Context: an optimization exercise on an open-source flow, tuned for small area and a short achievable clock period. The choices shown serve that exercise and are no tape-out recipe. Where RTL was checked, it was by simulation tests only, not by an equivalence proof against the original. No activity file was given, so power comes from the tool's default toggle rates.

==> flow/design.v <==
`timescale 1ns / 1ps
module EC(
input H0,L0,EC_prev,H1,  
output EC_out,EC_next 
    );
wire w;  
assign w = ~(H0 | L0);
assign EC_next = (w & EC_prev);
assign EC_out = (EC_next & H1);
endmodule
`timescale 1ns / 1ps
module TBC(
input X0,X1,Y0,Y1,  
output H,L  
    );
assign H = ((X0) & (!Y1)) | (X1 & (!Y1)) | (X1 & (!Y0));
assign L = (!X1) & Y1;
endmodule
`timescale 1ns / 1ps
module mux8bit(
input sel,
input [7:0]I1,I0,
output [7:0]Y
    );
assign Y = sel ? I1 : I0;
endmodule
`timescale 1ns / 1ps
module TDS(
input [7:0]P0,P1,P2,
output [7:0]Min,Med,Max
    );
wire [20:0]w;
wire [5:0]EC_next;
wire [8:0]EC_out;
wire [2:0]mux_sel;
wire [7:0]Temp_max,Temp_min_1,Temp_min_2;
TBC TBC_1_MSB_67(.X0(P0[6]),.X1(P0[7]),.Y0(P1[6]),.Y1(P1[7]),.H(w[0]),.L(w[1]));
TBC TBC_1_BITS45(.X0(P0[4]),.X1(P0[5]),.Y0(P1[4]),.Y1(P1[5]),.H(w[2]),.L(w[3]));
TBC TBC_1_BITS23(.X0(P0[2]),.X1(P0[3]),.Y0(P1[2]),.Y1(P1[3]),.H(w[4]),.L(w[5]));
TBC TBC_1_LSB_01(.X0(P0[0]),.X1(P0[1]),.Y0(P1[0]),.Y1(P1[1]),.H(w[6]),.L());
EC EC_1_MSB_45(.H0(w[0]),.L0(w[1]),.EC_prev(1'b1),.H1(w[2]),.EC_next(EC_next[0]),.EC_out(EC_out[0]));
EC EC_1_BITS23(.H0(w[2]),.L0(w[3]),.EC_prev(EC_next[0]),.H1(w[4]),.EC_next(EC_next[1]),.EC_out(EC_out[1]));
EC EC_1_LSB_01(.H0(w[4]),.L0(w[5]),.EC_prev(EC_next[1]),.H1(w[6]),.EC_next(),.EC_out(EC_out[2]));
assign mux_sel[0] = EC_out[0] | EC_out[1] | EC_out[2] | w[0];  
mux8bit m_1_min(.sel(mux_sel[0]),.I1(P1),.I0(P0),.Y(Temp_min_1));
mux8bit m_1_max(.sel(mux_sel[0]),.I1(P0),.I0(P1),.Y(Temp_max));
TBC TBC_2_MSB_67(.X0(Temp_max[6]),.X1(Temp_max[7]),.Y0(P2[6]),.Y1(P2[7]),.H(w[7]),.L(w[8]));
TBC TBC_2_BITS45(.X0(Temp_max[4]),.X1(Temp_max[5]),.Y0(P2[4]),.Y1(P2[5]),.H(w[9]),.L(w[10]));
TBC TBC_2_BITS23(.X0(Temp_max[2]),.X1(Temp_max[3]),.Y0(P2[2]),.Y1(P2[3]),.H(w[11]),.L(w[12]));
TBC TBC_2_LSB_01(.X0(Temp_max[0]),.X1(Temp_max[1]),.Y0(P2[0]),.Y1(P2[1]),.H(w[13]),.L());
EC EC_2_MSB_45(.H0(w[7]),.L0(w[8]),.EC_prev(1'b1),.H1(w[9]),.EC_next(EC_next[2]),.EC_out(EC_out[3]));
EC EC_2_BITS23(.H0(w[9]),.L0(w[10]),.EC_prev(EC_next[2]),.H1(w[11]),.EC_next(EC_next[3]),.EC_out(EC_out[4]));
EC EC_2_LSB_01(.H0(w[11]),.L0(w[12]),.EC_prev(EC_next[3]),.H1(w[13]),.EC_next(),.EC_out(EC_out[5]));
assign mux_sel[1] = EC_out[3] | EC_out[4] | EC_out[5] | w[7];
mux8bit m_2_min(.sel(mux_sel[1]),.I1(P2),.I0(Temp_max),.Y(Temp_min_2));
mux8bit m_2_max(.sel(mux_sel[1]),.I1(Temp_max),.I0(P2),.Y(Max));  
TBC TBC_3_MSB_67(.X0(Temp_min_1[6]),.X1(Temp_min_1[7]),.Y0(Temp_min_2[6]),.Y1(Temp_min_2[7]),.H(w[14]),.L(w[15]));
TBC TBC_3_BITS45(.X0(Temp_min_1[4]),.X1(Temp_min_1[5]),.Y0(Temp_min_2[4]),.Y1(Temp_min_2[5]),.H(w[16]),.L(w[17]));
TBC TBC_3_BITS23(.X0(Temp_min_1[2]),.X1(Temp_min_1[3]),.Y0(Temp_min_2[2]),.Y1(Temp_min_2[3]),.H(w[18]),.L(w[19]));
TBC TBC_3_LSB_01(.X0(Temp_min_1[0]),.X1(Temp_min_1[1]),.Y0(Temp_min_2[0]),.Y1(Temp_min_2[1]),.H(w[20]),.L());
EC EC_3_MSB_45(.H0(w[14]),.L0(w[15]),.EC_prev(1'b1),.H1(w[16]),.EC_next(EC_next[4]),.EC_out(EC_out[6]));
EC EC_3_BITS23(.H0(w[16]),.L0(w[17]),.EC_prev(EC_next[4]),.H1(w[18]),.EC_next(EC_next[5]),.EC_out(EC_out[7]));
EC EC_3_LSB_01(.H0(w[18]),.L0(w[19]),.EC_prev(EC_next[5]),.H1(w[20]),.EC_next(),.EC_out(EC_out[8]));
assign mux_sel[2] = EC_out[6] | EC_out[7] | EC_out[8] | w[14];
mux8bit m_3_min(.sel(mux_sel[2]),.I1(Temp_min_2),.I0(Temp_min_1),.Y(Min));  
mux8bit m_3_max(.sel(mux_sel[2]),.I1(Temp_min_1),.I0(Temp_min_2),.Y(Med));  
endmodule
`timescale 1ns / 1ps
module inexact_filter
# (parameter COUNT = 256)  
(input [7:0] Pixel_in,
input  clk,
output [7:0] Median
);
    function cmp;
        input [7:0] X, Y;
        reg [3:0] H, L;
        integer k;
        begin
            for (k = 0; k < 4; k = k + 1) begin
                H[k] = (X[2*k] & ~Y[2*k+1]) | (X[2*k+1] & ~Y[2*k+1]) | (X[2*k+1] & ~Y[2*k]);
                L[k] = ~X[2*k+1] & Y[2*k+1];
            end
            cmp = H[3] | (~(H[3] | L[3]) & H[2])
                       | (~(H[3] | L[3]) & ~(H[2] | L[2]) & H[1])
                       | (~(H[3] | L[3]) & ~(H[2] | L[2]) & ~(H[1] | L[1]) & H[0]);
        end
    endfunction
    reg [7:0] lb [0:2*COUNT-2];
    integer i;
    always @(posedge clk) begin
        lb[0] <= Pixel_in;
        for (i = 1; i < 2*COUNT-1; i = i + 1)
            lb[i] <= lb[i-1];
    end
    wire [7:0] A = lb[2*COUNT-2];
    wire [7:0] B = lb[COUNT-2];
    wire       s0 = cmp(A, B);
    reg  [7:0] T1, Tx;   
    reg        r;        
    always @(posedge clk) begin
        T1 <= s0 ? B : A;
        Tx <= s0 ? A : B;
        r  <= s0 ? cmp(B, A) : cmp(A, B);
    end
    reg [7:0] M1, D1, N1, M2, D2, N2;
    reg [7:0] Med_r;
    wire [7:0] X = Pixel_in;
    wire [7:0] v [0:8];
    assign v[0] = X;  assign v[1] = T1; assign v[2] = Tx;
    assign v[3] = M1; assign v[4] = M2; assign v[5] = D1;
    assign v[6] = D2; assign v[7] = N1; assign v[8] = N2;
    wire [80:0] G;   
    genvar gi, gj;
    generate
        for (gi = 0; gi < 9; gi = gi + 1) begin : gr
            for (gj = 0; gj < 9; gj = gj + 1) begin : gc
                assign G[9*gi+gj] = cmp(v[gi], v[gj]);
            end
        end
    endgenerate
    function icmp;
        input [8:0] u, w;
        input [80:0] g;
        integer a, b;
        begin
            icmp = 1'b0;
            for (a = 0; a < 9; a = a + 1)
                for (b = 0; b < 9; b = b + 1)
                    icmp = icmp | (u[a] & w[b] & g[9*a+b]);
        end
    endfunction
    function [8:0] isel;
        input s;
        input [8:0] u, w;
        isel = s ? u : w;
    endfunction
    function [26:0] itds;   
        input [8:0] P0, P1, P2;
        input [80:0] g;
        reg t0, t1, t2;
        reg [8:0] m1, mx, m2, mn, md, mxo;
        begin
            t0  = icmp(P0, P1, g);
            m1  = isel(t0, P1, P0);
            mx  = isel(t0, P0, P1);
            t1  = icmp(mx, P2, g);
            m2  = isel(t1, P2, mx);
            mxo = isel(t1, mx, P2);
            t2  = icmp(m1, m2, g);
            mn  = isel(t2, m2, m1);
            md  = isel(t2, m1, m2);
            itds = {mn, md, mxo};
        end
    endfunction
    localparam [8:0] IX = 9'd1, IT1 = 9'd2, ITx = 9'd4, IM1 = 9'd8, IM2 = 9'd16,
                     ID1 = 9'd32, ID2 = 9'd64, IN1 = 9'd128, IN2 = 9'd256;
    wire p = G[9*2+0];
    wire q = G[9*1+0];
    wire [8:0] cmx = p ? ITx : IX;
    wire [8:0] cmd = p ? (q ? IT1 : IX) : (r ? IT1 : ITx);
    wire [8:0] cmn = p ? (q ? IX : IT1) : (r ? ITx : IT1);
    wire [8:0] md0 = r ? IT1 : ITx;
    wire [8:0] mn0 = r ? ITx : IT1;
    wire [26:0] raK  = itds(ITx, IM1, IM2, G);
    wire [26:0] rbK0 = itds(md0, ID1, ID2, G);
    wire [26:0] rcK0 = itds(mn0, IN1, IN2, G);
    wire [26:0] rbK1 = itds(IT1, ID1, ID2, G);
    wire [26:0] rcK1 = itds(IT1, IN1, IN2, G);
    wire [8:0] aK  = raK[26:18];
    wire [8:0] bK0 = rbK0[17:9];
    wire [8:0] cK0 = rcK0[8:0];
    wire [8:0] bK1 = rbK1[17:9];
    wire [8:0] cK1 = rcK1[8:0];
    wire [26:0] raX = itds(IX, IM1, IM2, G);
    wire [26:0] rbX = itds(IX, ID1, ID2, G);
    wire [26:0] rcX = itds(IX, IN1, IN2, G);
    wire [8:0] aX = raX[26:18];
    wire [8:0] bX = rbX[17:9];
    wire [8:0] cX = rcX[8:0];
    wire [26:0] f0X  = itds(IX,  bK0, cK0, G);
    wire [26:0] f0M1 = itds(IM1, bK0, cK0, G);
    wire [26:0] f0M2 = itds(IM2, bK0, cK0, G);
    wire [8:0] m0 = aX[0] ? f0X[17:9] : (aX[3] ? f0M1[17:9] : f0M2[17:9]);
    wire [26:0] f1X  = itds(aK, bK1, IX,  G);
    wire [26:0] f1N1 = itds(aK, bK1, IN1, G);
    wire [26:0] f1N2 = itds(aK, bK1, IN2, G);
    wire [8:0] m1 = cX[0] ? f1X[17:9] : (cX[7] ? f1N1[17:9] : f1N2[17:9]);
    wire [26:0] f2X  = itds(aK, IX,  cK1, G);
    wire [26:0] f2D1 = itds(aK, ID1, cK1, G);
    wire [26:0] f2D2 = itds(aK, ID2, cK1, G);
    wire [8:0] m2 = bX[0] ? f2X[17:9] : (bX[5] ? f2D1[17:9] : f2D2[17:9]);
    wire [8:0] im = p ? (q ? m1 : m2) : m0;
    function [7:0] ival;
        input [8:0] u;
        input [71:0] vv;
        integer a;
        begin
            ival = 8'd0;
            for (a = 0; a < 9; a = a + 1)
                ival = ival | ({8{u[a]}} & vv[8*a +: 8]);
        end
    endfunction
    wire [71:0] vall = {N2, N1, D2, D1, M2, M1, Tx, T1, X};
    always @(posedge clk) begin
        M1 <= ival(cmx, vall);
        D1 <= ival(cmd, vall);
        N1 <= ival(cmn, vall);
        M2 <= M1;
        D2 <= D1;
        N2 <= N1;
        Med_r <= ival(im, vall);
    end
    assign Median = Med_r;
endmodule
Settings: LEC_CHECK=0, ABC_CLOCK_PERIOD_IN_PS=2000, CAP_MARGIN=20, CORE_MARGIN=2, CORE_UTILIZATION=40, SETUP_SLACK_MARGIN=5, SLEW_MARGIN=20; clock period 11.0 ns.
run.sh (not shown) runs the stock make flow with config.mk's settings and CLKGATE_MAP_FILE= SYNTH_SCRIPT=/design/flow/synth_recipe.tcl, a recipe that flattens the netlist after the stock synthesis.
Edit:
--- a/flow/design.v
+++ b/flow/design.v
@@ -98,9 +98,7 @@
     wire       s0 = cmp(A, B);
     reg  [7:0] T1, Tx;   
-    reg        r;        
     always @(posedge clk) begin
         T1 <= s0 ? B : A;
         Tx <= s0 ? A : B;
-        r  <= s0 ? cmp(B, A) : cmp(A, B);
     end
     reg [7:0] M1, D1, N1, M2, D2, N2;
@@ -156,40 +154,18 @@
     localparam [8:0] IX = 9'd1, IT1 = 9'd2, ITx = 9'd4, IM1 = 9'd8, IM2 = 9'd16,
                      ID1 = 9'd32, ID2 = 9'd64, IN1 = 9'd128, IN2 = 9'd256;
-    wire p = G[9*2+0];
-    wire q = G[9*1+0];
+    wire p = G[9*2+0];   
     wire [8:0] cmx = p ? ITx : IX;
-    wire [8:0] cmd = p ? (q ? IT1 : IX) : (r ? IT1 : ITx);
-    wire [8:0] cmn = p ? (q ? IX : IT1) : (r ? ITx : IT1);
-    wire [8:0] md0 = r ? IT1 : ITx;
-    wire [8:0] mn0 = r ? ITx : IT1;
-    wire [26:0] raK  = itds(ITx, IM1, IM2, G);
-    wire [26:0] rbK0 = itds(md0, ID1, ID2, G);
-    wire [26:0] rcK0 = itds(mn0, IN1, IN2, G);
-    wire [26:0] rbK1 = itds(IT1, ID1, ID2, G);
-    wire [26:0] rcK1 = itds(IT1, IN1, IN2, G);
-    wire [8:0] aK  = raK[26:18];
-    wire [8:0] bK0 = rbK0[17:9];
-    wire [8:0] cK0 = rcK0[8:0];
-    wire [8:0] bK1 = rbK1[17:9];
-    wire [8:0] cK1 = rcK1[8:0];
-    wire [26:0] raX = itds(IX, IM1, IM2, G);
-    wire [26:0] rbX = itds(IX, ID1, ID2, G);
-    wire [26:0] rcX = itds(IX, IN1, IN2, G);
-    wire [8:0] aX = raX[26:18];
-    wire [8:0] bX = rbX[17:9];
-    wire [8:0] cX = rcX[8:0];
-    wire [26:0] f0X  = itds(IX,  bK0, cK0, G);
-    wire [26:0] f0M1 = itds(IM1, bK0, cK0, G);
-    wire [26:0] f0M2 = itds(IM2, bK0, cK0, G);
-    wire [8:0] m0 = aX[0] ? f0X[17:9] : (aX[3] ? f0M1[17:9] : f0M2[17:9]);
-    wire [26:0] f1X  = itds(aK, bK1, IX,  G);
-    wire [26:0] f1N1 = itds(aK, bK1, IN1, G);
-    wire [26:0] f1N2 = itds(aK, bK1, IN2, G);
-    wire [8:0] m1 = cX[0] ? f1X[17:9] : (cX[7] ? f1N1[17:9] : f1N2[17:9]);
-    wire [26:0] f2X  = itds(aK, IX,  cK1, G);
-    wire [26:0] f2D1 = itds(aK, ID1, cK1, G);
-    wire [26:0] f2D2 = itds(aK, ID2, cK1, G);
-    wire [8:0] m2 = bX[0] ? f2X[17:9] : (bX[5] ? f2D1[17:9] : f2D2[17:9]);
-    wire [8:0] im = p ? (q ? m1 : m2) : m0;
+    wire [8:0] ct2 = p ? IX : ITx;
+    wire q  = icmp(IT1, ct2, G);
+    wire [8:0] cmn = q ? ct2 : IT1;
+    wire [8:0] cmd = q ? IT1 : ct2;
+    wire [26:0] ra = itds(cmx, IM1, IM2, G);
+    wire [26:0] rb = itds(cmd, ID1, ID2, G);
+    wire [26:0] rc = itds(cmn, IN1, IN2, G);
+    wire [8:0] ia = ra[26:18];   
+    wire [8:0] ib = rb[17:9];    
+    wire [8:0] ic = rc[8:0];     
+    wire [26:0] rf = itds(ia, ib, ic, G);
+    wire [8:0] im = rf[17:9];
     function [7:0] ival;
         input [8:0] u;
- power rose by about 2.8%
- critical path depth rose by 6
- setup slack got worse by 0.71 ns
- worst hold slack is worse by 0.011 ns
- cell area shrinks by about 2%
- die area is lower by 2.8%
- fmax came out lower by about 11%
- synthesized area falls by 2.9%
- clock skew falls by 0.0089 ns
- sequential share of layout area climbs by 1.6 points
- count of clock-buffer cells in the layout goes up by 6
- routed wire length falls by 14%
- via count drops by about 9%
- non-clock buffer count fell by 1
No functional check of the RTL was part of the second run of this note.

port drivers added, routing unchanged:
In the flow no input, the clock included, has a driving cell. The finished layouts below were timed again as built, in two steps.
Step 1 assumes that a clkbuf_16 drives the clock port and a buf_2 every other input.
Step 2, shift: input delay + t, output delay - t, t = (earliest + latest rising clock arrival at the registers) / 2. This alone moves slack from input paths to output paths.
Slacks: no drivers / after step 1 / after step 2; pairs: no drivers / after step 1.
run	t, ns	setup WS [ns]	worst hold slack (ns)
the first run	0.995	5.092 / 5.092 / 4.193	0.258 / 0.258 / 0.258
the second run	0.994	4.381 / 4.254 / 3.260	0.247 / 0.247 / 0.247
After both steps setup and hold are still met in every run listed. The setup slack of the second run, which loses most, moves by -0.127 ns with the drivers and by -1.121 ns with both steps.
